This design comes from an exercise in tuning for small area and a short achievable clock period on the open sky130 flow, not from production work. RTL that was checked went through simulation tests only; none was proved equivalent to the original. For run 2, only the layout was checked, not whether the RTL still works. Power figures rest on the tool's default switching activity, not on a simulated workload.

==> flow/design.v (outline; a module is shown in full before it is edited, if it fits) <==
// module mult_cell: 4 lines
// module mult_ha: 4 lines
// module mult_buf: 3 lines
// module mult_inv: 3 lines
// module mult_nand2: 3 lines
// module mult_nor2: 3 lines
// module mult_orpn: 3 lines
// module mult_andpn: 3 lines
// module mult_aoi21b: 3 lines
// module mult_oai21b: 3 lines
// module mult_aoi21: 3 lines
// module mult_oai21: 3 lines
// module mult_man: 1664 lines
module mult_man (
  input clk, input rstn, input data_rdy,
  input [16:0] mult1_signed, input [16:0] mult2_signed,
  output [31:0] res, output [33:0] res_signed, output res_rdy, output [32:0] res_final);
  // ...
==> flow/flow/run.sh <==
#!/bin/bash
# The standard layout (standard.sh) with two changes:
# - the port buffers that buffer_ports inserts are sky130_fd_sc_hd__buf_2 cells (resized later as
#   needed) instead of the delay cell buffer_ports picks by itself; every port still gets one;
# - ABC maps the design's small gate modules for a 1 fF load instead of 5 fF, so that it does
#   not pick x2/x4 drive strengths for single gates (the resizer upsizes where timing needs it).
set -euo pipefail
bash standard.sh 'BUFFER_PORTS_ARGS=-buffer_cell sky130_fd_sc_hd__buf_2' ABC_LOAD_IN_FF=1 finish > standard_flow.log 2>&1
==> flow/standard.sh <==
#!/bin/bash
# synth_recipe.tcl (not shown) runs the flow's synth.tcl, then flattens the netlist and writes it again
# the make line also repeats each setting of config.mk as NAME=value (left out here)
make -C /OpenROAD-flow-scripts/flow DESIGN_CONFIG=/design/flow/config.mk WORK_HOME=/design/flow/orfs CLKGATE_MAP_FILE= SYNTH_SCRIPT=/design/flow/synth_recipe.tcl "${@:-finish}"
==> flow/config.mk <==
export PLATFORM = sky130hd
export DESIGN_NAME = mult_man
export DESIGN_NICKNAME = mult_man
export VERILOG_FILES = /design/flow/design.v
export SDC_FILE = /design/flow/constraint.sdc
export NUM_CORES = 4
export LEC_CHECK = 0
export CAP_MARGIN = 20
export CORE_MARGIN = 2
export CORE_UTILIZATION = 40
export CTS_BUF_LIST = sky130_fd_sc_hd__clkbuf_16
export CTS_CLUSTER_DIAMETER = 80
export CTS_CLUSTER_SIZE = 30
export SETUP_SLACK_MARGIN = 2.5
export SLEW_MARGIN = 20
export SYNTH_HIERARCHICAL = 1
export TNS_END_PERCENT = 0
==> flow/constraint.sdc <==
create_clock -name core_clock -period 4.5 [get_ports {clk}]
set_input_delay 0.9000 -clock core_clock [delete_from_list [all_inputs] [get_ports {clk}]]
set_output_delay 0.9000 -clock core_clock [all_outputs]
set_load 0.01 [all_outputs]
==> impl_results.md, run 1 <==
* Reg2reg end: p2_c16_3$_DFF_P_
* Tot Pwr at 12.54 mW
* Cell Area, Synth at 15060 sq um
* Final WS setup at 2.485 ns
* Top power group: combinational cells
* Crit path launch: p1_am_1$_DFF_P_
* R2R setup slack at 2.48 ns
* Invs w/o clock at 67
* Top reg by flops: rs_q
* Max FFs per register at 33
* Status: finished clean
* Clk pwr share at 0.120
* Die area at 39230 sq um
* Number of synthesized register bits at 264
* HPWL Detailed at 22420 um
* Met3 Use GR at 0.03202
* Leakage at 7.035 nW
* Top layer in use: met4
* Unrepaired setup endpoints after global routing: yes
* Post-Layout Cell Count at 2087
* Die Span Y at 198.1 um
* Hold WC Path Type: flip-flop to flip-flop
* Hold depth at 0
* Register-to-Register Path Depth at 4
* Switching Share at 0.4068
* Yosys warns at 7
* Main combinational cell family by area after synthesis: XOR/XNOR gates
* Clock net power at around 1.5 mW
* Mux contribution to synthesized area at 0
* Slew Limit Fails at 0
* Max Cap Viol at 0
* Seq pwr share at 0.349
* 1st-iter DRT viols at between 500 and 600
* Clock buffers at 15
* Largest regs: rs_q (33), r_q (31)
==> inputs of run 2 (changes only) <==
--- a/flow/design.v
+++ b/flow/design.v
@@ -981,721 +981,376 @@
   reg p3_g29_0; always @(posedge clk) p3_g29_0 <= w858;
   reg p3_h29_0; always @(posedge clk) p3_h29_0 <= h857;
   reg p3_g30_0; always @(posedge clk) p3_g30_0 <= w861;
   reg p3_h30_0; always @(posedge clk) p3_h30_0 <= h860;
   reg p3_g31_0; always @(posedge clk) p3_g31_0 <= w864;
   reg p3_h31_0; always @(posedge clk) p3_h31_0 <= h863;
   reg p3_n_0; always @(posedge clk) p3_n_0 <= p2_n_0;
   reg v3; always @(posedge clk or negedge rstn) if (!rstn) v3 <= 1'b0; else v3 <= v2;
-  wire w866;
-  mult_andpn u867 (.y(w866), .a(p3_h1_0), .b(p3_g0_0));
-  wire w868;
-  mult_nand2 u869 (.y(w868), .a(p3_h1_0), .b(p3_h0_0));
-  wire w870;
-  mult_nand2 u871 (.y(w870), .a(p3_h3_0), .b(p3_h2_0));
-  wire i872;
-  mult_inv u873 (.a(p3_h5_0), .y(i872));
-  wire w874;
-  mult_oai21 u875 (.y(w874), .a(p3_g5_0), .b(i872), .c(p3_g4_0));
-  wire w876;
-  mult_nand2 u877 (.y(w876), .a(p3_h5_0), .b(p3_h4_0));
-  wire i878;
-  mult_inv u879 (.a(p3_h7_0), .y(i878));
-  wire w880;
-  mult_oai21 u881 (.y(w880), .a(p3_g7_0), .b(i878), .c(p3_g6_0));
-  wire w882;
-  mult_nand2 u883 (.y(w882), .a(p3_h7_0), .b(p3_h6_0));
-  wire i884;
-  mult_inv u885 (.a(p3_h9_0), .y(i884));
-  wire w886;
-  mult_oai21 u887 (.y(w886), .a(p3_g9_0), .b(i884), .c(p3_g8_0));
-  wire w888;
-  mult_nand2 u889 (.y(w888), .a(p3_h9_0), .b(p3_h8_0));
-  wire i890;
-  mult_inv u891 (.a(p3_h11_0), .y(i890));
-  wire w892;
-  mult_oai21 u893 (.y(w892), .a(p3_g11_0), .b(i890), .c(p3_g10_0));
-  wire w894;
-  mult_nand2 u895 (.y(w894), .a(p3_h11_0), .b(p3_h10_0));
-  wire i896;
-  mult_inv u897 (.a(p3_h13_0), .y(i896));
-  wire w898;
-  mult_oai21 u899 (.y(w898), .a(p3_g13_0), .b(i896), .c(p3_g12_0));
-  wire w900;
-  mult_nand2 u901 (.y(w900), .a(p3_h13_0), .b(p3_h12_0));
-  wire i902;
-  mult_inv u903 (.a(p3_h15_0), .y(i902));
-  wire w904;
-  mult_oai21 u905 (.y(w904), .a(p3_g15_0), .b(i902), .c(p3_g14_0));
-  wire w906;
-  mult_nand2 u907 (.y(w906), .a(p3_h15_0), .b(p3_h14_0));
-  wire i908;
-  mult_inv u909 (.a(p3_h17_0), .y(i908));
-  wire w910;
-  mult_oai21 u911 (.y(w910), .a(p3_g17_0), .b(i908), .c(p3_g16_0));
-  wire w912;
-  mult_nand2 u913 (.y(w912), .a(p3_h17_0), .b(p3_h16_0));
-  wire i914;
-  mult_inv u915 (.a(p3_h19_0), .y(i914));
-  wire w916;
-  mult_oai21 u917 (.y(w916), .a(p3_g19_0), .b(i914), .c(p3_g18_0));
-  wire w918;
-  mult_nand2 u919 (.y(w918), .a(p3_h19_0), .b(p3_h18_0));
-  wire i920;
-  mult_inv u921 (.a(p3_h21_0), .y(i920));
-  wire w922;
-  mult_oai21 u923 (.y(w922), .a(p3_g21_0), .b(i920), .c(p3_g20_0));
-  wire w924;
-  mult_nand2 u925 (.y(w924), .a(p3_h21_0), .b(p3_h20_0));
-  wire i926;
-  mult_inv u927 (.a(p3_h23_0), .y(i926));
-  wire w928;
-  mult_oai21 u929 (.y(w928), .a(p3_g23_0), .b(i926), .c(p3_g22_0));
-  wire w930;
-  mult_nand2 u931 (.y(w930), .a(p3_h23_0), .b(p3_h22_0));
-  wire i932;
-  mult_inv u933 (.a(p3_h25_0), .y(i932));
-  wire w934;
-  mult_oai21 u935 (.y(w934), .a(p3_g25_0), .b(i932), .c(p3_g24_0));
-  wire w936;
-  mult_nand2 u937 (.y(w936), .a(p3_h25_0), .b(p3_h24_0));
-  wire i938;
-  mult_inv u939 (.a(p3_h27_0), .y(i938));
-  wire w940;
-  mult_oai21 u941 (.y(w940), .a(p3_g27_0), .b(i938), .c(p3_g26_0));
-  wire w942;
-  mult_nand2 u943 (.y(w942), .a(p3_h27_0), .b(p3_h26_0));
-  wire i944;
-  mult_inv u945 (.a(p3_h29_0), .y(i944));
-  wire w946;
-  mult_oai21 u947 (.y(w946), .a(p3_g29_0), .b(i944), .c(p3_g28_0));
-  wire w948;
-  mult_nand2 u949 (.y(w948), .a(p3_h29_0), .b(p3_h28_0));
-  wire w950;
-  mult_oai21b u951 (.y(w950), .a(p3_g31_0), .b(p3_h31_0), .c(p3_g30_0));
-  wire w952;
-  mult_andpn u953 (.y(w952), .a(p3_h30_0), .b(p3_h31_0));
-  wire w954;
-  mult_nand2 u955 (.y(w954), .a(p3_h2_0), .b(w866));
-  wire w956;
-  mult_andpn u957 (.y(w956), .a(p3_h2_0), .b(w868));
-  wire w958;
-  mult_andpn u959 (.y(w958), .a(w866), .b(w870));
-  wire w960;
-  mult_nor2 u961 (.y(w960), .a(w870), .b(w868));
-  wire w962;
-  mult_aoi21b u963 (.y(w962), .a(p3_g6_0), .b(p3_h6_0), .c(w874));
-  wire w964;
-  mult_andpn u965 (.y(w964), .a(p3_h6_0), .b(w876));
-  wire i966;
-  mult_inv u967 (.a(w882), .y(i966));
-  wire w968;
-  mult_aoi21 u969 (.y(w968), .a(w880), .b(i966), .c(w874));
-  wire w970;
-  mult_nor2 u971 (.y(w970), .a(w882), .b(w876));
-  wire w972;
-  mult_aoi21b u973 (.y(w972), .a(p3_g10_0), .b(p3_h10_0), .c(w886));
-  wire w974;
-  mult_andpn u975 (.y(w974), .a(p3_h10_0), .b(w888));
-  wire i976;
-  mult_inv u977 (.a(w894), .y(i976));
-  wire w978;
-  mult_aoi21 u979 (.y(w978), .a(w892), .b(i976), .c(w886));
-  wire w980;
-  mult_nor2 u981 (.y(w980), .a(w894), .b(w888));
-  wire w982;
-  mult_aoi21b u983 (.y(w982), .a(p3_g14_0), .b(p3_h14_0), .c(w898));
-  wire w984;
-  mult_andpn u985 (.y(w984), .a(p3_h14_0), .b(w900));
-  wire i986;
-  mult_inv u987 (.a(w906), .y(i986));
-  wire w988;
-  mult_aoi21 u989 (.y(w988), .a(w904), .b(i986), .c(w898));
-  wire w990;
-  mult_nor2 u991 (.y(w990), .a(w906), .b(w900));
-  wire w992;
-  mult_aoi21b u993 (.y(w992), .a(p3_g18_0), .b(p3_h18_0), .c(w910));
-  wire w994;
-  mult_andpn u995 (.y(w994), .a(p3_h18_0), .b(w912));
-  wire i996;
-  mult_inv u997 (.a(w918), .y(i996));
-  wire w998;
-  mult_aoi21 u999 (.y(w998), .a(w916), .b(i996), .c(w910));
-  wire w1000;
-  mult_nor2 u1001 (.y(w1000), .a(w918), .b(w912));
-  wire w1002;
-  mult_aoi21b u1003 (.y(w1002), .a(p3_g22_0), .b(p3_h22_0), .c(w922));
-  wire w1004;
-  mult_andpn u1005 (.y(w1004), .a(p3_h22_0), .b(w924));
-  wire i1006;
-  mult_inv u1007 (.a(w930), .y(i1006));
-  wire w1008;
-  mult_aoi21 u1009 (.y(w1008), .a(w928), .b(i1006), .c(w922));
-  wire w1010;
-  mult_nor2 u1011 (.y(w1010), .a(w930), .b(w924));
-  wire w1012;
-  mult_aoi21b u1013 (.y(w1012), .a(p3_g26_0), .b(p3_h26_0), .c(w934));
-  wire w1014;
-  mult_andpn u1015 (.y(w1014), .a(p3_h26_0), .b(w936));
-  wire i1016;
-  mult_inv u1017 (.a(w942), .y(i1016));
-  wire w1018;
-  mult_aoi21 u1019 (.y(w1018), .a(w940), .b(i1016), .c(w934));
-  wire w1020;
-  mult_nor2 u1021 (.y(w1020), .a(w942), .b(w936));
-  wire w1022;
-  mult_aoi21b u1023 (.y(w1022), .a(p3_g30_0), .b(p3_h30_0), .c(w946));
-  wire w1024;
-  mult_andpn u1025 (.y(w1024), .a(p3_h30_0), .b(w948));
-  wire w1026;
-  mult_aoi21 u1027 (.y(w1026), .a(w950), .b(w952), .c(w946));
-  wire w1028;
-  mult_andpn u1029 (.y(w1028), .a(w952), .b(w948));
-  wire w1030;
-  mult_aoi21b u1031 (.y(w1030), .a(p3_g4_0), .b(p3_h4_0), .c(w958));
-  wire w1032;
-  mult_nand2 u1033 (.y(w1032), .a(p3_h4_0), .b(w960));
-  wire i1034;
-  mult_inv u1035 (.a(w876), .y(i1034));
-  wire w1036;
-  mult_aoi21 u1037 (.y(w1036), .a(w874), .b(i1034), .c(w958));
-  wire w1038;
-  mult_andpn u1039 (.y(w1038), .a(w960), .b(w876));
-  wire w1040;
-  mult_aoi21b u1041 (.y(w1040), .a(w962), .b(w964), .c(w958));
-  wire w1042;
-  mult_nand2 u1043 (.y(w1042), .a(w964), .b(w960));
-  wire w1044;
-  mult_aoi21b u1045 (.y(w1044), .a(w968), .b(w970), .c(w958));
-  wire w1046;
-  mult_nand2 u1047 (.y(w1046), .a(w970), .b(w960));
-  wire i1048;
-  mult_inv u1049 (.a(p3_h12_0), .y(i1048));
-  wire w1050;
-  mult_oai21 u1051 (.y(w1050), .a(p3_g12_0), .b(i1048), .c(w978));
-  wire w1052;
-  mult_nand2 u1053 (.y(w1052), .a(p3_h12_0), .b(w980));
-  wire w1054;
-  mult_oai21b u1055 (.y(w1054), .a(w898), .b(w900), .c(w978));
-  wire w1056;
-  mult_andpn u1057 (.y(w1056), .a(w980), .b(w900));
-  wire i1058;
-  mult_inv u1059 (.a(w984), .y(i1058));
-  wire w1060;
-  mult_oai21 u1061 (.y(w1060), .a(w982), .b(i1058), .c(w978));
-  wire w1062;
-  mult_nand2 u1063 (.y(w1062), .a(w984), .b(w980));
-  wire i1064;
-  mult_inv u1065 (.a(w990), .y(i1064));
-  wire w1066;
-  mult_oai21 u1067 (.y(w1066), .a(w988), .b(i1064), .c(w978));
-  wire w1068;
-  mult_nand2 u1069 (.y(w1068), .a(w990), .b(w980));
-  wire i1070;
-  mult_inv u1071 (.a(p3_h20_0), .y(i1070));
-  wire w1072;
-  mult_oai21 u1073 (.y(w1072), .a(p3_g20_0), .b(i1070), .c(w998));
-  wire w1074;
-  mult_nand2 u1075 (.y(w1074), .a(p3_h20_0), .b(w1000));
-  wire w1076;
-  mult_oai21b u1077 (.y(w1076), .a(w922), .b(w924), .c(w998));
-  wire w1078;
-  mult_andpn u1079 (.y(w1078), .a(w1000), .b(w924));
-  wire i1080;
-  mult_inv u1081 (.a(w1004), .y(i1080));
-  wire w1082;
-  mult_oai21 u1083 (.y(w1082), .a(w1002), .b(i1080), .c(w998));
-  wire w1084;
-  mult_nand2 u1085 (.y(w1084), .a(w1004), .b(w1000));
-  wire i1086;
-  mult_inv u1087 (.a(w1010), .y(i1086));
-  wire w1088;
-  mult_oai21 u1089 (.y(w1088), .a(w1008), .b(i1086), .c(w998));
-  wire w1090;
-  mult_nand2 u1091 (.y(w1090), .a(w1010), .b(w1000));
-  wire i1092;
-  mult_inv u1093 (.a(p3_h28_0), .y(i1092));
-  wire w1094;
-  mult_oai21 u1095 (.y(w1094), .a(p3_g28_0), .b(i1092), .c(w1018));
-  wire w1096;
-  mult_nand2 u1097 (.y(w1096), .a(p3_h28_0), .b(w1020));
-  wire w1098;
-  mult_oai21b u1099 (.y(w1098), .a(w946), .b(w948), .c(w1018));
-  wire w1100;
-  mult_andpn u1101 (.y(w1100), .a(w1020), .b(w948));
-  wire i1102;
-  mult_inv u1103 (.a(w1024), .y(i1102));
-  wire w1104;
-  mult_oai21 u1105 (.y(w1104), .a(w1022), .b(i1102), .c(w1018));
-  wire w1106;
-  mult_nand2 u1107 (.y(w1106), .a(w1024), .b(w1020));
-  wire i1108;
-  mult_inv u1109 (.a(w1028), .y(i1108));
-  wire w1110;
-  mult_oai21 u1111 (.y(w1110), .a(w1026), .b(i1108), .c(w1018));
-  wire w1112;
-  mult_nand2 u1113 (.y(w1112), .a(w1028), .b(w1020));
-  wire i1114;
-  mult_inv u1115 (.a(p3_h8_0), .y(i1114));
-  wire w1116;
-  mult_oai21 u1117 (.y(w1116), .a(p3_g8_0), .b(i1114), .c(w1044));
-  wire w1118;
-  mult_andpn u1119 (.y(w1118), .a(p3_h8_0), .b(w1046));
-  wire w1120;
-  mult_oai21b u1121 (.y(w1120), .a(w886), .b(w888), .c(w1044));
-  wire w1122;
-  mult_nor2 u1123 (.y(w1122), .a(w888), .b(w1046));
-  wire i1124;
-  mult_inv u1125 (.a(w974), .y(i1124));
-  wire w1126;
-  mult_oai21 u1127 (.y(w1126), .a(w972), .b(i1124), .c(w1044));
-  wire w1128;
-  mult_andpn u1129 (.y(w1128), .a(w974), .b(w1046));
-  wire i1130;
-  mult_inv u1131 (.a(w980), .y(i1130));
-  wire w1132;
-  mult_oai21 u1133 (.y(w1132), .a(w978), .b(i1130), .c(w1044));
-  wire w1134;
-  mult_andpn u1135 (.y(w1134), .a(w980), .b(w1046));
-  wire w1136;
-  mult_oai21b u1137 (.y(w1136), .a(w1050), .b(w1052), .c(w1044));
-  wire w1138;
-  mult_nor2 u1139 (.y(w1138), .a(w1052), .b(w1046));
-  wire i1140;
-  mult_inv u1141 (.a(w1044), .y(i1140));
-  wire w1142;
-  mult_aoi21 u1143 (.y(w1142), .a(w1054), .b(w1056), .c(i1140));
-  wire w1144;
-  mult_andpn u1145 (.y(w1144), .a(w1056), .b(w1046));
-  wire w1146;
-  mult_oai21b u1147 (.y(w1146), .a(w1060), .b(w1062), .c(w1044));
-  wire w1148;
-  mult_nor2 u1149 (.y(w1148), .a(w1062), .b(w1046));
-  wire w1150;
-  mult_oai21b u1151 (.y(w1150), .a(w1066), .b(w1068), .c(w1044));
-  wire w1152;
-  mult_nor2 u1153 (.y(w1152), .a(w1068), .b(w1046));
-  wire w1154;
-  mult_aoi21b u1155 (.y(w1154), .a(p3_g24_0), .b(p3_h24_0), .c(w1088));
-  wire w1156;
-  mult_andpn u1157 (.y(w1156), .a(p3_h24_0), .b(w1090));
-  wire i1158;
-  mult_inv u1159 (.a(w936), .y(i1158));
-  wire w1160;
-  mult_aoi21 u1161 (.y(w1160), .a(w934), .b(i1158), .c(w1088));
-  wire w1162;
-  mult_nor2 u1163 (.y(w1162), .a(w936), .b(w1090));
-  wire w1164;
-  mult_aoi21b u1165 (.y(w1164), .a(w1012), .b(w1014), .c(w1088));
-  wire w1166;
-  mult_andpn u1167 (.y(w1166), .a(w1014), .b(w1090));
-  wire w1168;
-  mult_aoi21b u1169 (.y(w1168), .a(w1018), .b(w1020), .c(w1088));
-  wire w1170;
-  mult_andpn u1171 (.y(w1170), .a(w1020), .b(w1090));
-  wire i1172;
-  mult_inv u1173 (.a(w1096), .y(i1172));
-  wire w1174;
-  mult_aoi21 u1175 (.y(w1174), .a(w1094), .b(i1172), .c(w1088));
-  wire w1176;
-  mult_nor2 u1177 (.y(w1176), .a(w1096), .b(w1090));
-  wire w1178;
-  mult_aoi21 u1179 (.y(w1178), .a(w1098), .b(w1100), .c(w1088));
-  wire w1180;
-  mult_andpn u1181 (.y(w1180), .a(w1100), .b(w1090));
-  wire i1182;
-  mult_inv u1183 (.a(w1106), .y(i1182));
-  wire w1184;
-  mult_aoi21 u1185 (.y(w1184), .a(w1104), .b(i1182), .c(w1088));
-  wire w1186;
-  mult_nor2 u1187 (.y(w1186), .a(w1106), .b(w1090));
-  wire i1188;
-  mult_inv u1189 (.a(w1112), .y(i1188));
-  wire w1190;
-  mult_aoi21 u1191 (.y(w1190), .a(w1110), .b(i1188), .c(w1088));
-  wire w1192;
-  mult_nor2 u1193 (.y(w1192), .a(w1112), .b(w1090));
-  wire w1194;
-  mult_aoi21b u1195 (.y(w1194), .a(p3_g16_0), .b(p3_h16_0), .c(w1150));
-  wire w1196;
-  mult_nand2 u1197 (.y(w1196), .a(p3_h16_0), .b(w1152));
-  wire i1198;
-  mult_inv u1199 (.a(w912), .y(i1198));
-  wire w1200;
-  mult_aoi21 u1201 (.y(w1200), .a(w910), .b(i1198), .c(w1150));
-  wire w1202;
-  mult_andpn u1203 (.y(w1202), .a(w1152), .b(w912));
-  wire w1204;
-  mult_aoi21b u1205 (.y(w1204), .a(w992), .b(w994), .c(w1150));
-  wire w1206;
-  mult_nand2 u1207 (.y(w1206), .a(w994), .b(w1152));
-  wire w1208;
-  mult_aoi21b u1209 (.y(w1208), .a(w998), .b(w1000), .c(w1150));
-  wire w1210;
-  mult_nand2 u1211 (.y(w1210), .a(w1000), .b(w1152));
-  wire i1212;
-  mult_inv u1213 (.a(w1074), .y(i1212));
-  wire w1214;
-  mult_aoi21 u1215 (.y(w1214), .a(w1072), .b(i1212), .c(w1150));
-  wire w1216;
-  mult_andpn u1217 (.y(w1216), .a(w1152), .b(w1074));
-  wire w1218;
-  mult_aoi21 u1219 (.y(w1218), .a(w1076), .b(w1078), .c(w1150));
-  wire w1220;
-  mult_nand2 u1221 (.y(w1220), .a(w1078), .b(w1152));
-  wire i1222;
-  mult_inv u1223 (.a(w1084), .y(i1222));
-  wire w1224;
-  mult_aoi21 u1225 (.y(w1224), .a(w1082), .b(i1222), .c(w1150));
-  wire w1226;
-  mult_andpn u1227 (.y(w1226), .a(w1152), .b(w1084));
-  wire i1228;
-  mult_inv u1229 (.a(w1090), .y(i1228));
-  wire w1230;
-  mult_aoi21 u1231 (.y(w1230), .a(w1088), .b(i1228), .c(w1150));
-  wire w1232;
-  mult_andpn u1233 (.y(w1232), .a(w1152), .b(w1090));
-  wire w1234;
-  mult_aoi21b u1235 (.y(w1234), .a(w1154), .b(w1156), .c(w1150));
-  wire w1236;
-  mult_nand2 u1237 (.y(w1236), .a(w1156), .b(w1152));
-  wire w1238;
-  mult_aoi21b u1239 (.y(w1238), .a(w1160), .b(w1162), .c(w1150));
-  wire w1240;
-  mult_nand2 u1241 (.y(w1240), .a(w1162), .b(w1152));
-  wire w1242;
-  mult_aoi21b u1243 (.y(w1242), .a(w1164), .b(w1166), .c(w1150));
-  wire w1244;
-  mult_nand2 u1245 (.y(w1244), .a(w1166), .b(w1152));
-  wire w1246;
-  mult_aoi21b u1247 (.y(w1246), .a(w1168), .b(w1170), .c(w1150));
-  wire w1248;
-  mult_nand2 u1249 (.y(w1248), .a(w1170), .b(w1152));
-  wire w1250;
-  mult_aoi21b u1251 (.y(w1250), .a(w1174), .b(w1176), .c(w1150));
-  wire w1252;
-  mult_nand2 u1253 (.y(w1252), .a(w1176), .b(w1152));
-  wire w1254;
-  mult_aoi21b u1255 (.y(w1254), .a(w1178), .b(w1180), .c(w1150));
-  wire w1256;
-  mult_nand2 u1257 (.y(w1256), .a(w1180), .b(w1152));
-  wire w1258;
-  mult_aoi21b u1259 (.y(w1258), .a(w1184), .b(w1186), .c(w1150));
-  wire w1260;
-  mult_nand2 u1261 (.y(w1260), .a(w1186), .b(w1152));
-  wire w1262;
-  mult_aoi21b u1263 (.y(w1262), .a(w1190), .b(w1192), .c(w1150));
-  wire w1264;
-  mult_nand2 u1265 (.y(w1264), .a(w1192), .b(w1152));
-  wire w1266;
-  mult_orpn u1267 (.y(w1266), .a(p3_h0_0), .b(p3_g0_0));
-  wire w1268;
-  mult_orpn u1269 (.y(w1268), .a(p3_h4_0), .b(p3_g4_0));
-  wire w1270;
-  mult_orpn u1271 (.y(w1270), .a(p3_h5_0), .b(p3_g5_0));
-  wire w1272;
-  mult_orpn u1273 (.y(w1272), .a(p3_h6_0), .b(p3_g6_0));
-  wire w1274;
-  mult_orpn u1275 (.y(w1274), .a(p3_h7_0), .b(p3_g7_0));
-  wire w1276;
-  mult_orpn u1277 (.y(w1276), .a(p3_h8_0), .b(p3_g8_0));
-  wire w1278;
-  mult_orpn u1279 (.y(w1278), .a(p3_h9_0), .b(p3_g9_0));
-  wire w1280;
-  mult_orpn u1281 (.y(w1280), .a(p3_h10_0), .b(p3_g10_0));
-  wire w1282;
-  mult_orpn u1283 (.y(w1282), .a(p3_h11_0), .b(p3_g11_0));
-  wire w1284;
-  mult_orpn u1285 (.y(w1284), .a(p3_h12_0), .b(p3_g12_0));
-  wire w1286;
-  mult_orpn u1287 (.y(w1286), .a(p3_h13_0), .b(p3_g13_0));
-  wire w1288;
-  mult_orpn u1289 (.y(w1288), .a(p3_h14_0), .b(p3_g14_0));
-  wire w1290;
-  mult_orpn u1291 (.y(w1290), .a(p3_h15_0), .b(p3_g15_0));
-  wire w1292;
-  mult_orpn u1293 (.y(w1292), .a(p3_h16_0), .b(p3_g16_0));
-  wire w1294;
-  mult_orpn u1295 (.y(w1294), .a(p3_h17_0), .b(p3_g17_0));
-  wire w1296;
-  mult_orpn u1297 (.y(w1296), .a(p3_h18_0), .b(p3_g18_0));
-  wire w1298;
-  mult_orpn u1299 (.y(w1298), .a(p3_h19_0), .b(p3_g19_0));
-  wire w1300;
-  mult_orpn u1301 (.y(w1300), .a(p3_h20_0), .b(p3_g20_0));
-  wire w1302;
-  mult_orpn u1303 (.y(w1302), .a(p3_h21_0), .b(p3_g21_0));
-  wire w1304;
-  mult_orpn u1305 (.y(w1304), .a(p3_h22_0), .b(p3_g22_0));
-  wire w1306;
-  mult_orpn u1307 (.y(w1306), .a(p3_h23_0), .b(p3_g23_0));
-  wire w1308;
-  mult_orpn u1309 (.y(w1308), .a(p3_h24_0), .b(p3_g24_0));
-  wire w1310;
-  mult_orpn u1311 (.y(w1310), .a(p3_h25_0), .b(p3_g25_0));
-  wire w1312;
-  mult_orpn u1313 (.y(w1312), .a(p3_h26_0), .b(p3_g26_0));
-  wire w1314;
-  mult_orpn u1315 (.y(w1314), .a(p3_h27_0), .b(p3_g27_0));
-  wire w1316;
-  mult_orpn u1317 (.y(w1316), .a(p3_h28_0), .b(p3_g28_0));
-  wire w1318;
-  mult_orpn u1319 (.y(w1318), .a(p3_h29_0), .b(p3_g29_0));
-  wire w1320;
-  mult_orpn u1321 (.y(w1320), .a(p3_h30_0), .b(p3_g30_0));
-  wire w1322;
-  mult_orpn u1323 (.y(w1322), .a(p3_g31_0), .b(p3_h31_0));
-  wire e1324 = ~(p3_h0_0 ^ 1'b0);
-  wire e1325 = ~(p3_h1_0 ^ w1266);
-  wire e1326 = ~(p3_h2_0 ^ p3_h1_0);
-  wire e1327 = ~(p3_h3_0 ^ p3_h2_0);
-  wire e1328 = ~(p3_h4_0 ^ p3_h3_0);
-  wire e1329 = ~(p3_h5_0 ^ w1268);
-  wire e1330 = ~(p3_h6_0 ^ w1270);
-  wire e1331 = ~(p3_h7_0 ^ w1272);
-  wire e1332 = ~(p3_h8_0 ^ w1274);
-  wire e1333 = ~(p3_h9_0 ^ w1276);
-  wire e1334 = ~(p3_h10_0 ^ w1278);
-  wire e1335 = ~(p3_h11_0 ^ w1280);
-  wire e1336 = ~(p3_h12_0 ^ w1282);
-  wire e1337 = ~(p3_h13_0 ^ w1284);
-  wire e1338 = ~(p3_h14_0 ^ w1286);
-  wire e1339 = ~(p3_h15_0 ^ w1288);
-  wire e1340 = ~(p3_h16_0 ^ w1290);
-  wire e1341 = ~(p3_h17_0 ^ w1292);
-  wire e1342 = ~(p3_h18_0 ^ w1294);
-  wire e1343 = ~(p3_h19_0 ^ w1296);
-  wire e1344 = ~(p3_h20_0 ^ w1298);
-  wire e1345 = ~(p3_h21_0 ^ w1300);
-  wire e1346 = ~(p3_h22_0 ^ w1302);
-  wire e1347 = ~(p3_h23_0 ^ w1304);
-  wire e1348 = ~(p3_h24_0 ^ w1306);
-  wire e1349 = ~(p3_h25_0 ^ w1308);
-  wire e1350 = ~(p3_h26_0 ^ w1310);
-  wire e1351 = ~(p3_h27_0 ^ w1312);
-  wire e1352 = ~(p3_h28_0 ^ w1314);
-  wire e1353 = ~(p3_h29_0 ^ w1316);
-  wire e1354 = ~(p3_h30_0 ^ w1318);
-  wire w1355;
-  mult_nand2 u1356 (.y(w1355), .a(e1325), .b(e1324));
-  wire w1357;
-  mult_nand2 u1358 (.y(w1357), .a(e1327), .b(e1326));
-  wire w1359;
-  mult_nand2 u1360 (.y(w1359), .a(e1329), .b(e1328));
-  wire w1361;
-  mult_nand2 u1362 (.y(w1361), .a(e1331), .b(e1330));
-  wire w1363;
-  mult_nand2 u1364 (.y(w1363), .a(e1333), .b(e1332));
-  wire w1365;
-  mult_nand2 u1366 (.y(w1365), .a(e1335), .b(e1334));
-  wire w1367;
-  mult_nand2 u1368 (.y(w1367), .a(e1337), .b(e1336));
-  wire w1369;
-  mult_nand2 u1370 (.y(w1369), .a(e1339), .b(e1338));
-  wire w1371;
-  mult_nand2 u1372 (.y(w1371), .a(e1341), .b(e1340));
-  wire w1373;
-  mult_nand2 u1374 (.y(w1373), .a(e1343), .b(e1342));
-  wire w1375;
-  mult_nand2 u1376 (.y(w1375), .a(e1345), .b(e1344));
-  wire w1377;
-  mult_nand2 u1378 (.y(w1377), .a(e1347), .b(e1346));
-  wire w1379;
-  mult_nand2 u1380 (.y(w1379), .a(e1349), .b(e1348));
-  wire w1381;
-  mult_nand2 u1382 (.y(w1381), .a(e1351), .b(e1350));
-  wire w1383;
-  mult_nand2 u1384 (.y(w1383), .a(e1353), .b(e1352));
-  wire w1385;
-  mult_andpn u1386 (.y(w1385), .a(e1326), .b(w1355));
-  wire w1387;
-  mult_nor2 u1388 (.y(w1387), .a(w1357), .b(w1355));
-  wire w1389;
-  mult_andpn u1390 (.y(w1389), .a(e1330), .b(w1359));
-  wire w1391;
-  mult_nor2 u1392 (.y(w1391), .a(w1361), .b(w1359));
-  wire w1393;
-  mult_andpn u1394 (.y(w1393), .a(e1334), .b(w1363));
-  wire w1395;
-  mult_nor2 u1396 (.y(w1395), .a(w1365), .b(w1363));
-  wire w1397;
-  mult_andpn u1398 (.y(w1397), .a(e1338), .b(w1367));
-  wire w1399;
-  mult_nor2 u1400 (.y(w1399), .a(w1369), .b(w1367));
-  wire w1401;
-  mult_andpn u1402 (.y(w1401), .a(e1342), .b(w1371));
-  wire w1403;
-  mult_nor2 u1404 (.y(w1403), .a(w1373), .b(w1371));
-  wire w1405;
-  mult_andpn u1406 (.y(w1405), .a(e1346), .b(w1375));
-  wire w1407;
-  mult_nor2 u1408 (.y(w1407), .a(w1377), .b(w1375));
-  wire w1409;
-  mult_andpn u1410 (.y(w1409), .a(e1350), .b(w1379));
-  wire w1411;
-  mult_nor2 u1412 (.y(w1411), .a(w1381), .b(w1379));
-  wire w1413;
-  mult_andpn u1414 (.y(w1413), .a(e1354), .b(w1383));
-  wire w1415;
-  mult_nand2 u1416 (.y(w1415), .a(e1328), .b(w1387));
-  wire w1417;
-  mult_andpn u1418 (.y(w1417), .a(w1387), .b(w1359));
-  wire w1419;
-  mult_nand2 u1420 (.y(w1419), .a(w1389), .b(w1387));
-  wire w1421;
-  mult_nand2 u1422 (.y(w1421), .a(w1391), .b(w1387));
-  wire w1423;
-  mult_nand2 u1424 (.y(w1423), .a(e1336), .b(w1395));
-  wire w1425;
-  mult_andpn u1426 (.y(w1425), .a(w1395), .b(w1367));
-  wire w1427;
-  mult_nand2 u1428 (.y(w1427), .a(w1397), .b(w1395));
-  wire w1429;
-  mult_nand2 u1430 (.y(w1429), .a(w1399), .b(w1395));
-  wire w1431;
-  mult_nand2 u1432 (.y(w1431), .a(e1344), .b(w1403));
-  wire w1433;
-  mult_andpn u1434 (.y(w1433), .a(w1403), .b(w1375));
-  wire w1435;
-  mult_nand2 u1436 (.y(w1435), .a(w1405), .b(w1403));
-  wire w1437;
-  mult_nand2 u1438 (.y(w1437), .a(w1407), .b(w1403));
-  wire w1439;
-  mult_nand2 u1440 (.y(w1439), .a(e1352), .b(w1411));
-  wire w1441;
-  mult_andpn u1442 (.y(w1441), .a(w1411), .b(w1383));
-  wire w1443;
-  mult_nand2 u1444 (.y(w1443), .a(w1413), .b(w1411));
-  wire w1445;
-  mult_andpn u1446 (.y(w1445), .a(e1332), .b(w1421));
-  wire w1447;
-  mult_nor2 u1448 (.y(w1447), .a(w1363), .b(w1421));
-  wire w1449;
-  mult_andpn u1450 (.y(w1449), .a(w1393), .b(w1421));
-  wire w1451;
-  mult_andpn u1452 (.y(w1451), .a(w1395), .b(w1421));
-  wire w1453;
-  mult_nor2 u1454 (.y(w1453), .a(w1423), .b(w1421));
-  wire w1455;
-  mult_andpn u1456 (.y(w1455), .a(w1425), .b(w1421));
-  wire w1457;
-  mult_nor2 u1458 (.y(w1457), .a(w1427), .b(w1421));
-  wire w1459;
-  mult_nor2 u1460 (.y(w1459), .a(w1429), .b(w1421));
-  wire w1461;
-  mult_andpn u1462 (.y(w1461), .a(e1348), .b(w1437));
-  wire w1463;
-  mult_nor2 u1464 (.y(w1463), .a(w1379), .b(w1437));
-  wire w1465;
-  mult_andpn u1466 (.y(w1465), .a(w1409), .b(w1437));
-  wire w1467;
-  mult_andpn u1468 (.y(w1467), .a(w1411), .b(w1437));
-  wire w1469;
-  mult_nor2 u1470 (.y(w1469), .a(w1439), .b(w1437));
-  wire w1471;
-  mult_andpn u1472 (.y(w1471), .a(w1441), .b(w1437));
-  wire w1473;
-  mult_nor2 u1474 (.y(w1473), .a(w1443), .b(w1437));
-  wire w1475;
-  mult_nand2 u1476 (.y(w1475), .a(e1340), .b(w1459));
-  wire w1477;
-  mult_andpn u1478 (.y(w1477), .a(w1459), .b(w1371));
-  wire w1479;
-  mult_nand2 u1480 (.y(w1479), .a(w1401), .b(w1459));
-  wire w1481;
-  mult_nand2 u1482 (.y(w1481), .a(w1403), .b(w1459));
-  wire w1483;
-  mult_andpn u1484 (.y(w1483), .a(w1459), .b(w1431));
-  wire w1485;
-  mult_nand2 u1486 (.y(w1485), .a(w1433), .b(w1459));
-  wire w1487;
-  mult_andpn u1488 (.y(w1487), .a(w1459), .b(w1435));
-  wire w1489;
-  mult_andpn u1490 (.y(w1489), .a(w1459), .b(w1437));
-  wire w1491;
-  mult_nand2 u1492 (.y(w1491), .a(w1461), .b(w1459));
-  wire w1493;
-  mult_nand2 u1494 (.y(w1493), .a(w1463), .b(w1459));
-  wire w1495;
-  mult_nand2 u1496 (.y(w1495), .a(w1465), .b(w1459));
-  wire w1497;
-  mult_nand2 u1498 (.y(w1497), .a(w1467), .b(w1459));
-  wire w1499;
-  mult_nand2 u1500 (.y(w1499), .a(w1469), .b(w1459));
-  wire w1501;
-  mult_nand2 u1502 (.y(w1501), .a(w1471), .b(w1459));
-  wire w1503;
-  mult_nand2 u1504 (.y(w1503), .a(w1473), .b(w1459));
+  wire f866 = p3_h1_0 & ~p3_g0_0;
+  wire f867 = p3_h1_0 & p3_h0_0;
+  wire f868 = p3_h3_0 & p3_h2_0;
+  wire f869 = ~p3_g5_0 | (p3_h5_0 & ~p3_g4_0);
+  wire f870 = p3_h5_0 & p3_h4_0;
+  wire f871 = ~p3_g7_0 | (p3_h7_0 & ~p3_g6_0);
+  wire f872 = p3_h7_0 & p3_h6_0;
+  wire f873 = ~p3_g9_0 | (p3_h9_0 & ~p3_g8_0);
+  wire f874 = p3_h9_0 & p3_h8_0;
+  wire f875 = ~p3_g11_0 | (p3_h11_0 & ~p3_g10_0);
+  wire f876 = p3_h11_0 & p3_h10_0;
+  wire f877 = ~p3_g13_0 | (p3_h13_0 & ~p3_g12_0);
+  wire f878 = p3_h13_0 & p3_h12_0;
+  wire f879 = ~p3_g15_0 | (p3_h15_0 & ~p3_g14_0);
+  wire f880 = p3_h15_0 & p3_h14_0;
+  wire f881 = ~p3_g17_0 | (p3_h17_0 & ~p3_g16_0);
+  wire f882 = p3_h17_0 & p3_h16_0;
+  wire f883 = ~p3_g19_0 | (p3_h19_0 & ~p3_g18_0);
+  wire f884 = p3_h19_0 & p3_h18_0;
+  wire f885 = ~p3_g21_0 | (p3_h21_0 & ~p3_g20_0);
+  wire f886 = p3_h21_0 & p3_h20_0;
+  wire f887 = ~p3_g23_0 | (p3_h23_0 & ~p3_g22_0);
+  wire f888 = p3_h23_0 & p3_h22_0;
+  wire f889 = ~p3_g25_0 | (p3_h25_0 & ~p3_g24_0);
+  wire f890 = p3_h25_0 & p3_h24_0;
+  wire f891 = ~p3_g27_0 | (p3_h27_0 & ~p3_g26_0);
+  wire f892 = p3_h27_0 & p3_h26_0;
+  wire f893 = ~p3_g29_0 | (p3_h29_0 & ~p3_g28_0);
+  wire f894 = p3_h29_0 & p3_h28_0;
+  wire f895 = p3_g31_0 | (~p3_h31_0 & ~p3_g30_0);
+  wire f896 = ~p3_h31_0 & p3_h30_0;
+  wire f897 = p3_h2_0 & f866;
+  wire f898 = p3_h2_0 & f867;
+  wire f899 = f868 & f866;
+  wire f900 = f868 & f867;
+  wire f901 = ~p3_g6_0 | (p3_h6_0 & f869);
+  wire f902 = p3_h6_0 & f870;
+  wire f903 = f871 | (f872 & f869);
+  wire f904 = f872 & f870;
+  wire f905 = ~p3_g10_0 | (p3_h10_0 & f873);
+  wire f906 = p3_h10_0 & f874;
+  wire f907 = f875 | (f876 & f873);
+  wire f908 = f876 & f874;
+  wire f909 = ~p3_g14_0 | (p3_h14_0 & f877);
+  wire f910 = p3_h14_0 & f878;
+  wire f911 = f879 | (f880 & f877);
+  wire f912 = f880 & f878;
+  wire f913 = ~p3_g18_0 | (p3_h18_0 & f881);
+  wire f914 = p3_h18_0 & f882;
+  wire f915 = f883 | (f884 & f881);
+  wire f916 = f884 & f882;
+  wire f917 = ~p3_g22_0 | (p3_h22_0 & f885);
+  wire f918 = p3_h22_0 & f886;
+  wire f919 = f887 | (f888 & f885);
+  wire f920 = f888 & f886;
+  wire f921 = ~p3_g26_0 | (p3_h26_0 & f889);
+  wire f922 = p3_h26_0 & f890;
+  wire f923 = f891 | (f892 & f889);
+  wire f924 = f892 & f890;
+  wire f925 = ~p3_g30_0 | (p3_h30_0 & f893);
+  wire f926 = p3_h30_0 & f894;
+  wire f927 = f895 | (f896 & f893);
+  wire f928 = f896 & f894;
+  wire f929 = ~p3_g4_0 | (p3_h4_0 & f899);
+  wire f930 = p3_h4_0 & f900;
+  wire f931 = f869 | (f870 & f899);
+  wire f932 = f870 & f900;
+  wire f933 = f901 | (f902 & f899);
+  wire f934 = f902 & f900;
+  wire f935 = f903 | (f904 & f899);
+  wire f936 = f904 & f900;
+  wire f937 = ~p3_g12_0 | (p3_h12_0 & f907);
+  wire f938 = p3_h12_0 & f908;
+  wire f939 = f877 | (f878 & f907);
+  wire f940 = f878 & f908;
+  wire f941 = f909 | (f910 & f907);
+  wire f942 = f910 & f908;
+  wire f943 = f911 | (f912 & f907);
+  wire f944 = f912 & f908;
+  wire f945 = ~p3_g20_0 | (p3_h20_0 & f915);
+  wire f946 = p3_h20_0 & f916;
+  wire f947 = f885 | (f886 & f915);
+  wire f948 = f886 & f916;
+  wire f949 = f917 | (f918 & f915);
+  wire f950 = f918 & f916;
+  wire f951 = f919 | (f920 & f915);
+  wire f952 = f920 & f916;
+  wire f953 = ~p3_g28_0 | (p3_h28_0 & f923);
+  wire f954 = p3_h28_0 & f924;
+  wire f955 = f893 | (f894 & f923);
+  wire f956 = f894 & f924;
+  wire f957 = f925 | (f926 & f923);
+  wire f958 = f926 & f924;
+  wire f959 = f927 | (f928 & f923);
+  wire f960 = f928 & f924;
+  wire f961 = ~p3_g8_0 | (p3_h8_0 & f935);
+  wire f962 = p3_h8_0 & f936;
+  wire f963 = f873 | (f874 & f935);
+  wire f964 = f874 & f936;
+  wire f965 = f905 | (f906 & f935);
+  wire f966 = f906 & f936;
+  wire f967 = f907 | (f908 & f935);
+  wire f968 = f908 & f936;
+  wire f969 = f937 | (f938 & f935);
+  wire f970 = f938 & f936;
+  wire f971 = f939 | (f940 & f935);
+  wire f972 = f940 & f936;
+  wire f973 = f941 | (f942 & f935);
+  wire f974 = f942 & f936;
+  wire f975 = f943 | (f944 & f935);
+  wire f976 = f944 & f936;
+  wire f977 = ~p3_g24_0 | (p3_h24_0 & f951);
+  wire f978 = p3_h24_0 & f952;
+  wire f979 = f889 | (f890 & f951);
+  wire f980 = f890 & f952;
+  wire f981 = f921 | (f922 & f951);
+  wire f982 = f922 & f952;
+  wire f983 = f923 | (f924 & f951);
+  wire f984 = f924 & f952;
+  wire f985 = f953 | (f954 & f951);
+  wire f986 = f954 & f952;
+  wire f987 = f955 | (f956 & f951);
+  wire f988 = f956 & f952;
+  wire f989 = f957 | (f958 & f951);
+  wire f990 = f958 & f952;
+  wire f991 = f959 | (f960 & f951);
+  wire f992 = f960 & f952;
+  wire f993 = ~p3_g16_0 | (p3_h16_0 & f975);
+  wire f994 = p3_h16_0 & f976;
+  wire f995 = f881 | (f882 & f975);
+  wire f996 = f882 & f976;
+  wire f997 = f913 | (f914 & f975);
+  wire f998 = f914 & f976;
+  wire f999 = f915 | (f916 & f975);
+  wire f1000 = f916 & f976;
+  wire f1001 = f945 | (f946 & f975);
+  wire f1002 = f946 & f976;
+  wire f1003 = f947 | (f948 & f975);
+  wire f1004 = f948 & f976;
+  wire f1005 = f949 | (f950 & f975);
+  wire f1006 = f950 & f976;
+  wire f1007 = f951 | (f952 & f975);
+  wire f1008 = f952 & f976;
+  wire f1009 = f977 | (f978 & f975);
+  wire f1010 = f978 & f976;
+  wire f1011 = f979 | (f980 & f975);
+  wire f1012 = f980 & f976;
+  wire f1013 = f981 | (f982 & f975);
+  wire f1014 = f982 & f976;
+  wire f1015 = f983 | (f984 & f975);
+  wire f1016 = f984 & f976;
+  wire f1017 = f985 | (f986 & f975);
+  wire f1018 = f986 & f976;
+  wire f1019 = f987 | (f988 & f975);
+  wire f1020 = f988 & f976;
+  wire f1021 = f989 | (f990 & f975);
+  wire f1022 = f990 & f976;
+  wire f1023 = f991 | (f992 & f975);
+  wire f1024 = f992 & f976;
+  wire f1025 = p3_h0_0 | ~p3_g0_0;
+  wire f1026 = p3_h4_0 | ~p3_g4_0;
+  wire f1027 = p3_h5_0 | ~p3_g5_0;
+  wire f1028 = p3_h6_0 | ~p3_g6_0;
+  wire f1029 = p3_h7_0 | ~p3_g7_0;
+  wire f1030 = p3_h8_0 | ~p3_g8_0;
+  wire f1031 = p3_h9_0 | ~p3_g9_0;
+  wire f1032 = p3_h10_0 | ~p3_g10_0;
+  wire f1033 = p3_h11_0 | ~p3_g11_0;
+  wire f1034 = p3_h12_0 | ~p3_g12_0;
+  wire f1035 = p3_h13_0 | ~p3_g13_0;
+  wire f1036 = p3_h14_0 | ~p3_g14_0;
+  wire f1037 = p3_h15_0 | ~p3_g15_0;
+  wire f1038 = p3_h16_0 | ~p3_g16_0;
+  wire f1039 = p3_h17_0 | ~p3_g17_0;
+  wire f1040 = p3_h18_0 | ~p3_g18_0;
+  wire f1041 = p3_h19_0 | ~p3_g19_0;
+  wire f1042 = p3_h20_0 | ~p3_g20_0;
+  wire f1043 = p3_h21_0 | ~p3_g21_0;
+  wire f1044 = p3_h22_0 | ~p3_g22_0;
+  wire f1045 = p3_h23_0 | ~p3_g23_0;
+  wire f1046 = p3_h24_0 | ~p3_g24_0;
+  wire f1047 = p3_h25_0 | ~p3_g25_0;
+  wire f1048 = p3_h26_0 | ~p3_g26_0;
+  wire f1049 = p3_h27_0 | ~p3_g27_0;
+  wire f1050 = p3_h28_0 | ~p3_g28_0;
+  wire f1051 = p3_h29_0 | ~p3_g29_0;
+  wire f1052 = p3_h30_0 | ~p3_g30_0;
+  wire f1053 = ~p3_h31_0 | p3_g31_0;
+  wire e1054 = ~(p3_h0_0 ^ 1'b0);
+  wire e1055 = ~(p3_h1_0 ^ f1025);
+  wire e1056 = ~(p3_h2_0 ^ p3_h1_0);
+  wire e1057 = ~(p3_h3_0 ^ p3_h2_0);
+  wire e1058 = ~(p3_h4_0 ^ p3_h3_0);
+  wire e1059 = ~(p3_h5_0 ^ f1026);
+  wire e1060 = ~(p3_h6_0 ^ f1027);
+  wire e1061 = ~(p3_h7_0 ^ f1028);
+  wire e1062 = ~(p3_h8_0 ^ f1029);
+  wire e1063 = ~(p3_h9_0 ^ f1030);
+  wire e1064 = ~(p3_h10_0 ^ f1031);
+  wire e1065 = ~(p3_h11_0 ^ f1032);
+  wire e1066 = ~(p3_h12_0 ^ f1033);
+  wire e1067 = ~(p3_h13_0 ^ f1034);
+  wire e1068 = ~(p3_h14_0 ^ f1035);
+  wire e1069 = ~(p3_h15_0 ^ f1036);
+  wire e1070 = ~(p3_h16_0 ^ f1037);
+  wire e1071 = ~(p3_h17_0 ^ f1038);
+  wire e1072 = ~(p3_h18_0 ^ f1039);
+  wire e1073 = ~(p3_h19_0 ^ f1040);
+  wire e1074 = ~(p3_h20_0 ^ f1041);
+  wire e1075 = ~(p3_h21_0 ^ f1042);
+  wire e1076 = ~(p3_h22_0 ^ f1043);
+  wire e1077 = ~(p3_h23_0 ^ f1044);
+  wire e1078 = ~(p3_h24_0 ^ f1045);
+  wire e1079 = ~(p3_h25_0 ^ f1046);
+  wire e1080 = ~(p3_h26_0 ^ f1047);
+  wire e1081 = ~(p3_h27_0 ^ f1048);
+  wire e1082 = ~(p3_h28_0 ^ f1049);
+  wire e1083 = ~(p3_h29_0 ^ f1050);
+  wire e1084 = ~(p3_h30_0 ^ f1051);
+  wire f1085 = e1055 & e1054;
+  wire f1086 = e1057 & e1056;
+  wire f1087 = e1059 & e1058;
+  wire f1088 = e1061 & e1060;
+  wire f1089 = e1063 & e1062;
+  wire f1090 = e1065 & e1064;
+  wire f1091 = e1067 & e1066;
+  wire f1092 = e1069 & e1068;
+  wire f1093 = e1071 & e1070;
+  wire f1094 = e1073 & e1072;
+  wire f1095 = e1075 & e1074;
+  wire f1096 = e1077 & e1076;
+  wire f1097 = e1079 & e1078;
+  wire f1098 = e1081 & e1080;
+  wire f1099 = e1083 & e1082;
+  wire f1100 = e1056 & f1085;
+  wire f1101 = f1086 & f1085;
+  wire f1102 = e1060 & f1087;
+  wire f1103 = f1088 & f1087;
+  wire f1104 = e1064 & f1089;
+  wire f1105 = f1090 & f1089;
+  wire f1106 = e1068 & f1091;
+  wire f1107 = f1092 & f1091;
+  wire f1108 = e1072 & f1093;
+  wire f1109 = f1094 & f1093;
+  wire f1110 = e1076 & f1095;
+  wire f1111 = f1096 & f1095;
+  wire f1112 = e1080 & f1097;
+  wire f1113 = f1098 & f1097;
+  wire f1114 = e1084 & f1099;
+  wire f1115 = e1058 & f1101;
+  wire f1116 = f1087 & f1101;
+  wire f1117 = f1102 & f1101;
+  wire f1118 = f1103 & f1101;
+  wire f1119 = e1066 & f1105;
+  wire f1120 = f1091 & f1105;
+  wire f1121 = f1106 & f1105;
+  wire f1122 = f1107 & f1105;
+  wire f1123 = e1074 & f1109;
+  wire f1124 = f1095 & f1109;
+  wire f1125 = f1110 & f1109;
+  wire f1126 = f1111 & f1109;
+  wire f1127 = e1082 & f1113;
+  wire f1128 = f1099 & f1113;
+  wire f1129 = f1114 & f1113;
+  wire f1130 = e1062 & f1118;
+  wire f1131 = f1089 & f1118;
+  wire f1132 = f1104 & f1118;
+  wire f1133 = f1105 & f1118;
+  wire f1134 = f1119 & f1118;
+  wire f1135 = f1120 & f1118;
+  wire f1136 = f1121 & f1118;
+  wire f1137 = f1122 & f1118;
+  wire f1138 = e1078 & f1126;
+  wire f1139 = f1097 & f1126;
+  wire f1140 = f1112 & f1126;
+  wire f1141 = f1113 & f1126;
+  wire f1142 = f1127 & f1126;
+  wire f1143 = f1128 & f1126;
+  wire f1144 = f1129 & f1126;
+  wire f1145 = e1070 & f1137;
+  wire f1146 = f1093 & f1137;
+  wire f1147 = f1108 & f1137;
+  wire f1148 = f1109 & f1137;
+  wire f1149 = f1123 & f1137;
+  wire f1150 = f1124 & f1137;
+  wire f1151 = f1125 & f1137;
+  wire f1152 = f1126 & f1137;
+  wire f1153 = f1138 & f1137;
+  wire f1154 = f1139 & f1137;
+  wire f1155 = f1140 & f1137;
+  wire f1156 = f1141 & f1137;
+  wire f1157 = f1142 & f1137;
+  wire f1158 = f1143 & f1137;
+  wire f1159 = f1144 & f1137;
   wire [31:0] pf;
   wire [31:0] sg;
   assign pf[0] = p3_h0_0 ^ 1'b0;
   assign sg[0] = p3_h0_0 ^ 1'b0 ^ (p3_n_0 & 1'b0);
   assign pf[1] = p3_h1_0 ^ ~p3_g0_0;
-  assign sg[1] = p3_h1_0 ^ ~p3_g0_0 ^ (p3_n_0 & ~e1324);
-  assign pf[2] = p3_h2_0 ^ w866;
-  assign sg[2] = p3_h2_0 ^ w866 ^ (p3_n_0 & ~~w1355);
-  assign pf[3] = p3_h3_0 ^ ~w954;
-  assign sg[3] = p3_h3_0 ^ ~w954 ^ (p3_n_0 & ~w1385);
-  assign pf[4] = p3_h4_0 ^ w958;
-  assign sg[4] = p3_h4_0 ^ w958 ^ (p3_n_0 & ~w1387);
-  assign pf[5] = p3_h5_0 ^ ~w1030;
-  assign sg[5] = p3_h5_0 ^ ~w1030 ^ (p3_n_0 & ~~w1415);
-  assign pf[6] = p3_h6_0 ^ ~w1036;
-  assign sg[6] = p3_h6_0 ^ ~w1036 ^ (p3_n_0 & ~w1417);
-  assign pf[7] = p3_h7_0 ^ ~w1040;
-  assign sg[7] = p3_h7_0 ^ ~w1040 ^ (p3_n_0 & ~~w1419);
-  assign pf[8] = p3_h8_0 ^ ~w1044;
-  assign sg[8] = p3_h8_0 ^ ~w1044 ^ (p3_n_0 & ~~w1421);
-  assign pf[9] = p3_h9_0 ^ w1116;
-  assign sg[9] = p3_h9_0 ^ w1116 ^ (p3_n_0 & ~w1445);
-  assign pf[10] = p3_h10_0 ^ w1120;
-  assign sg[10] = p3_h10_0 ^ w1120 ^ (p3_n_0 & ~w1447);
-  assign pf[11] = p3_h11_0 ^ w1126;
-  assign sg[11] = p3_h11_0 ^ w1126 ^ (p3_n_0 & ~w1449);
-  assign pf[12] = p3_h12_0 ^ w1132;
-  assign sg[12] = p3_h12_0 ^ w1132 ^ (p3_n_0 & ~w1451);
-  assign pf[13] = p3_h13_0 ^ w1136;
-  assign sg[13] = p3_h13_0 ^ w1136 ^ (p3_n_0 & ~w1453);
-  assign pf[14] = p3_h14_0 ^ ~w1142;
-  assign sg[14] = p3_h14_0 ^ ~w1142 ^ (p3_n_0 & ~w1455);
-  assign pf[15] = p3_h15_0 ^ w1146;
-  assign sg[15] = p3_h15_0 ^ w1146 ^ (p3_n_0 & ~w1457);
-  assign pf[16] = p3_h16_0 ^ w1150;
-  assign sg[16] = p3_h16_0 ^ w1150 ^ (p3_n_0 & ~w1459);
-  assign pf[17] = p3_h17_0 ^ ~w1194;
-  assign sg[17] = p3_h17_0 ^ ~w1194 ^ (p3_n_0 & ~~w1475);
-  assign pf[18] = p3_h18_0 ^ ~w1200;
-  assign sg[18] = p3_h18_0 ^ ~w1200 ^ (p3_n_0 & ~w1477);
-  assign pf[19] = p3_h19_0 ^ ~w1204;
-  assign sg[19] = p3_h19_0 ^ ~w1204 ^ (p3_n_0 & ~~w1479);
-  assign pf[20] = p3_h20_0 ^ ~w1208;
-  assign sg[20] = p3_h20_0 ^ ~w1208 ^ (p3_n_0 & ~~w1481);
-  assign pf[21] = p3_h21_0 ^ ~w1214;
-  assign sg[21] = p3_h21_0 ^ ~w1214 ^ (p3_n_0 & ~w1483);
-  assign pf[22] = p3_h22_0 ^ ~w1218;
-  assign sg[22] = p3_h22_0 ^ ~w1218 ^ (p3_n_0 & ~~w1485);
-  assign pf[23] = p3_h23_0 ^ ~w1224;
-  assign sg[23] = p3_h23_0 ^ ~w1224 ^ (p3_n_0 & ~w1487);
-  assign pf[24] = p3_h24_0 ^ ~w1230;
-  assign sg[24] = p3_h24_0 ^ ~w1230 ^ (p3_n_0 & ~w1489);
-  assign pf[25] = p3_h25_0 ^ ~w1234;
-  assign sg[25] = p3_h25_0 ^ ~w1234 ^ (p3_n_0 & ~~w1491);
-  assign pf[26] = p3_h26_0 ^ ~w1238;
-  assign sg[26] = p3_h26_0 ^ ~w1238 ^ (p3_n_0 & ~~w1493);
-  assign pf[27] = p3_h27_0 ^ ~w1242;
-  assign sg[27] = p3_h27_0 ^ ~w1242 ^ (p3_n_0 & ~~w1495);
-  assign pf[28] = p3_h28_0 ^ ~w1246;
-  assign sg[28] = p3_h28_0 ^ ~w1246 ^ (p3_n_0 & ~~w1497);
-  assign pf[29] = p3_h29_0 ^ ~w1250;
-  assign sg[29] = p3_h29_0 ^ ~w1250 ^ (p3_n_0 & ~~w1499);
-  assign pf[30] = p3_h30_0 ^ ~w1254;
-  assign sg[30] = p3_h30_0 ^ ~w1254 ^ (p3_n_0 & ~~w1501);
-  assign pf[31] = ~p3_h31_0 ^ ~w1258;
-  assign sg[31] = ~p3_h31_0 ^ ~w1258 ^ (p3_n_0 & ~~w1503);
+  assign sg[1] = p3_h1_0 ^ ~p3_g0_0 ^ (p3_n_0 & ~e1054);
+  assign pf[2] = p3_h2_0 ^ f866;
+  assign sg[2] = p3_h2_0 ^ f866 ^ (p3_n_0 & ~f1085);
+  assign pf[3] = p3_h3_0 ^ f897;
+  assign sg[3] = p3_h3_0 ^ f897 ^ (p3_n_0 & ~f1100);
+  assign pf[4] = p3_h4_0 ^ f899;
+  assign sg[4] = p3_h4_0 ^ f899 ^ (p3_n_0 & ~f1101);
+  assign pf[5] = p3_h5_0 ^ f929;
+  assign sg[5] = p3_h5_0 ^ f929 ^ (p3_n_0 & ~f1115);
+  assign pf[6] = p3_h6_0 ^ f931;
+  assign sg[6] = p3_h6_0 ^ f931 ^ (p3_n_0 & ~f1116);
+  assign pf[7] = p3_h7_0 ^ f933;
+  assign sg[7] = p3_h7_0 ^ f933 ^ (p3_n_0 & ~f1117);
+  assign pf[8] = p3_h8_0 ^ f935;
+  assign sg[8] = p3_h8_0 ^ f935 ^ (p3_n_0 & ~f1118);
+  assign pf[9] = p3_h9_0 ^ f961;
+  assign sg[9] = p3_h9_0 ^ f961 ^ (p3_n_0 & ~f1130);
+  assign pf[10] = p3_h10_0 ^ f963;
+  assign sg[10] = p3_h10_0 ^ f963 ^ (p3_n_0 & ~f1131);
+  assign pf[11] = p3_h11_0 ^ f965;
+  assign sg[11] = p3_h11_0 ^ f965 ^ (p3_n_0 & ~f1132);
+  assign pf[12] = p3_h12_0 ^ f967;
+  assign sg[12] = p3_h12_0 ^ f967 ^ (p3_n_0 & ~f1133);
+  assign pf[13] = p3_h13_0 ^ f969;
+  assign sg[13] = p3_h13_0 ^ f969 ^ (p3_n_0 & ~f1134);
+  assign pf[14] = p3_h14_0 ^ f971;
+  assign sg[14] = p3_h14_0 ^ f971 ^ (p3_n_0 & ~f1135);
+  assign pf[15] = p3_h15_0 ^ f973;
+  assign sg[15] = p3_h15_0 ^ f973 ^ (p3_n_0 & ~f1136);
+  assign pf[16] = p3_h16_0 ^ f975;
+  assign sg[16] = p3_h16_0 ^ f975 ^ (p3_n_0 & ~f1137);
+  assign pf[17] = p3_h17_0 ^ f993;
+  assign sg[17] = p3_h17_0 ^ f993 ^ (p3_n_0 & ~f1145);
+  assign pf[18] = p3_h18_0 ^ f995;
+  assign sg[18] = p3_h18_0 ^ f995 ^ (p3_n_0 & ~f1146);
+  assign pf[19] = p3_h19_0 ^ f997;
+  assign sg[19] = p3_h19_0 ^ f997 ^ (p3_n_0 & ~f1147);
+  assign pf[20] = p3_h20_0 ^ f999;
+  assign sg[20] = p3_h20_0 ^ f999 ^ (p3_n_0 & ~f1148);
+  assign pf[21] = p3_h21_0 ^ f1001;
+  assign sg[21] = p3_h21_0 ^ f1001 ^ (p3_n_0 & ~f1149);
+  assign pf[22] = p3_h22_0 ^ f1003;
+  assign sg[22] = p3_h22_0 ^ f1003 ^ (p3_n_0 & ~f1150);
+  assign pf[23] = p3_h23_0 ^ f1005;
+  assign sg[23] = p3_h23_0 ^ f1005 ^ (p3_n_0 & ~f1151);
+  assign pf[24] = p3_h24_0 ^ f1007;
+  assign sg[24] = p3_h24_0 ^ f1007 ^ (p3_n_0 & ~f1152);
+  assign pf[25] = p3_h25_0 ^ f1009;
+  assign sg[25] = p3_h25_0 ^ f1009 ^ (p3_n_0 & ~f1153);
+  assign pf[26] = p3_h26_0 ^ f1011;
+  assign sg[26] = p3_h26_0 ^ f1011 ^ (p3_n_0 & ~f1154);
+  assign pf[27] = p3_h27_0 ^ f1013;
+  assign sg[27] = p3_h27_0 ^ f1013 ^ (p3_n_0 & ~f1155);
+  assign pf[28] = p3_h28_0 ^ f1015;
+  assign sg[28] = p3_h28_0 ^ f1015 ^ (p3_n_0 & ~f1156);
+  assign pf[29] = p3_h29_0 ^ f1017;
+  assign sg[29] = p3_h29_0 ^ f1017 ^ (p3_n_0 & ~f1157);
+  assign pf[30] = p3_h30_0 ^ f1019;
+  assign sg[30] = p3_h30_0 ^ f1019 ^ (p3_n_0 & ~f1158);
+  assign pf[31] = ~p3_h31_0 ^ f1021;
+  assign sg[31] = ~p3_h31_0 ^ f1021 ^ (p3_n_0 & ~f1159);
   wire vf = v3;
   wire nf = p3_n_0;
   reg [31:0] r_q; reg [33:0] rs_q; reg rdy_q;
   always @(posedge clk or negedge rstn)
     if (!rstn) begin r_q <= 32'd0; rs_q <= 34'd0; rdy_q <= 1'b0; end
     else begin rdy_q <= vf; r_q <= vf ? pf : 32'd0; rs_q <= vf ? {nf, nf, sg} : 34'd0; end
   assign res = r_q; assign res_signed = rs_q; assign res_rdy = rdy_q;
   assign res_final = {1'b0, r_q};
==> flow/config.mk (replaced) <==
export PLATFORM = sky130hd
export DESIGN_NAME = mult_man
export DESIGN_NICKNAME = mult_man
export VERILOG_FILES = /design/flow/design.v
export SDC_FILE = /design/flow/constraint.sdc
export NUM_CORES = 4
export LEC_CHECK = 0
export CAP_MARGIN = 20
export CORE_MARGIN = 2
export CORE_UTILIZATION = 40
export SETUP_SLACK_MARGIN = 2.45
export SLEW_MARGIN = 20
export SYNTH_HIERARCHICAL = 1
export TNS_END_PERCENT = 0
==> impl_results.md, run 2 <==
* Starting Density at 0.4025
* Post-DR vias/cell at 4.881
* Crit path launch: p3_h1_0$_DFF_P_
* Clk pwr share at 0.177 (+0.057)
* Final WS setup at 1.935 ns (-0.5499 ns)
* Fill cells at about 3600
* Slew Limit Fails at 0 (unchanged)
* Largest regs: rs_q (33), r_q (31)
* VDD IR max at around 0.37 mV
* Die Span Y at 198.0 um (about the same)
* Die Width at 198.0 um
* Hold WC Path Type: flip-flop to flip-flop
* Area Overhead vs Synth at 12.78%
* Core Footprint at approximately 37000 sq um
* CP arrival at 2.98 ns
* Reg2reg end: rs_q[29]$_DFF_PN0_
* Die area at 39200 sq um (about the same)
* Worst path required time at 4.92 ns
* F_max at 389.9 MHz
* Max FFs per register at 33 (unchanged)
* Post-synth top cells: dfxtp_1, xnor2_1, a22oi_1
* Yosys warns at 7 (unchanged)
* Max Cap Viol at 0 (unchanged)
* Antenna-violating nets left at 0
* Drt pass-1 iters at 6
* Post-synth EDFFs at 0
* Syn nets at roughly 1600
* Top reg by flops: rs_q
* Status: finished clean
* Number of synthesized register bits at 264 (unchanged)
* Top layer in use: met4
* Switching Share at 0.3927 (-0.01413)
* HPWL Detailed at 23770 um (+6.0%)
* Leakage at 7.002 nW (-0.46%)
* Switching power at between 5 and 6 mW
* Most frequent CP cell: buf_4
* # port buffers at 135
* Logic pwr share at 0.489
* Tot Pwr at 12.99 mW (+3.6%)
* R2R setup slack at 1.93 ns (-0.55 ns)
* Synth cell types at 75
* Cell Area, Synth at 15050 sq um (about the same)
* Layout cells sized above 1 at 0.1555
* 1st-iter DRT viols at 583 (+6.2%)
* Metal3 WL at between 2000 and 2500 um
* Hold depth at 0 (unchanged)
* Register-to-Register Path Depth at 10 (+6)
* Unrepaired setup endpoints after global routing: yes
* Seq pwr share at 0.333 (-0.016)
run 2: cell count changes after synthesis, sizes merged, moves of 9 or more:
cell | previous run | this run
a21boi | 23 | 5
clkbuf | 37 | 96
nand2 | 167 | 116
and2 | 39 | 48
nor2b | 49 | 19
nand3 | 0 | 12
nor3 | 0 | 9
xnor2 | 228 | 191
o21ai | 31 | 40
buf | 90 | 41
nand2b | 68 | 52
inv | 67 | 39
run 2: critical path: cells and delay by family, from the launching register on:
kind	cells	cell delay (ns)
mux	1	0.06
buf+inv	2	0.32
compound gates	4	1.00
flops	1	0.36
simple gates	3	0.67
run 2: repair_timing:
action,in CTS,in global routing
cloned,0,0
buffers inserted,11,3
pin swaps,16,12
setup endpoints to repair,110,125
hold endpoints to repair,0,0
resized for setup,24,11
run 2: area by class of cell:
type	count	area (sq um)	area share
sequential	264	5639	0.3322
tap	511	639.4	0.03766
inverter	39	146.4	0.008623
timing repair buffer	161	874.6	0.05152
clock inverter	11	171.4	0.01010
clock buffer	39	750.7	0.04422
multi-input combinational	1042	8755	0.5157
run 2: metrics by stage:
stage          cell area, sq um  instances
6_report                  16980       2067
5_1_grt                   16980       2067
4_1_cts                   16910       2064
3_5_place_dp              15820       2003
3_3_place_gp              15820       2003
2_1_floorplan             15070       1482
run 2: worst min path at each step:
stage / start / end / slack, ns
6_report: p2_n_0$_DFF_P_ / p3_n_0$_DFF_P_ / 0.33
5_1_grt: p2_c1_0$_DFF_P_ / p3_h1_0$_DFF_P_ / 0.33
4_1_cts: p2_c1_0$_DFF_P_ / p3_h1_0$_DFF_P_ / 0.33
3_5_place_dp: p2_n_0$_DFF_P_ / p3_n_0$_DFF_P_ / 0.31
3_3_place_gp: p2_c1_0$_DFF_P_ / p3_h1_0$_DFF_P_ / 0.32
2_1_floorplan: p1_n_0$_DFF_P_ / p2_n_0$_DFF_P_ / 0.31
run 2: power groups by stage:
stage | clock network [mW] | logic, mW | registers [mW]
2_1_floorplan | 0 | 4.87 | 4.02
6_report | 2.31 | 6.35 | 4.33
3_3_place_gp | 0 | 6.18 | 4.33
5_1_grt | 2.47 | 7.22 | 4.47
4_1_cts | 2.37 | 6.34 | 4.32
3_5_place_dp | 0 | 6.25 | 4.36
run 2: kinds of logic (layout without fill, tap and decap cells):
kind of cell / Yosys count / after routing / share of synthesized area
multiplexers: 6 / 6 / 0.004073
adder cells (fa/ha/maj): 128 / 128 / 0.1603
XOR/XNOR: 263 / 263 / 0.1568
AO/OA/AOI/OAI: 237 / 237 / 0.1143
other: 1 / 1 / 0.0002491
AND/OR/NAND/NOR: 407 / 407 / 0.1378
buffers and inverters: 176 / 250 / 0.05278
flip-flops: 264 / 264 / 0.3737
run 2: routing by layer:
metal	track usage	vias to the layer above
li1	-	4965
met4	0.05207	0
met3	0.03083	44
met2	0.2673	323
met5	0	-
met1	0.2472	4757
run 2: modules after synthesis (local to each module, per instance), a selection:
module      cells inside  flops+latches
mult_man            1234            264
mult_inv               1              0
mult_nand2             1              0
mult_orpn              1              0
mult_nor2              1              0
mult_cell              1              0

==> separate check: timing with driven ports <==
The results above use ideal ports. As a check the final layouts listed here were re-extracted and re-timed, cells and wires unchanged.
Step 1: set_driving_cell puts a clkbuf_16 on clk and a buf_2 on each other input, an assumption about the parent block.
Step 2 adds t to the input delays and takes it off the output delays; t is the mean of the earliest and latest rising clock arrival at the registers after step 1. Input paths then give back, and output paths get back, about the clock's delay inside the block.
Three values: no drivers, after step 1, after step 2; two values: the first two.
run | t (ns) | setup WS [ns] | worst setup path at the end | worst register clock-pin slew, ns
run 1 | 0.545 | 2.485 / 2.485 / 2.175 | input to register | 0.11 / 0.11
run 2 | 0.597 | 1.935 / 1.935 / 1.924 | input to register | 0.06 / 0.06
After both steps setup and hold are still met in every run listed. For run 1, which loses most, drivers alone change the setup slack by 0.000 ns; drivers and shift together by -0.310 ns.
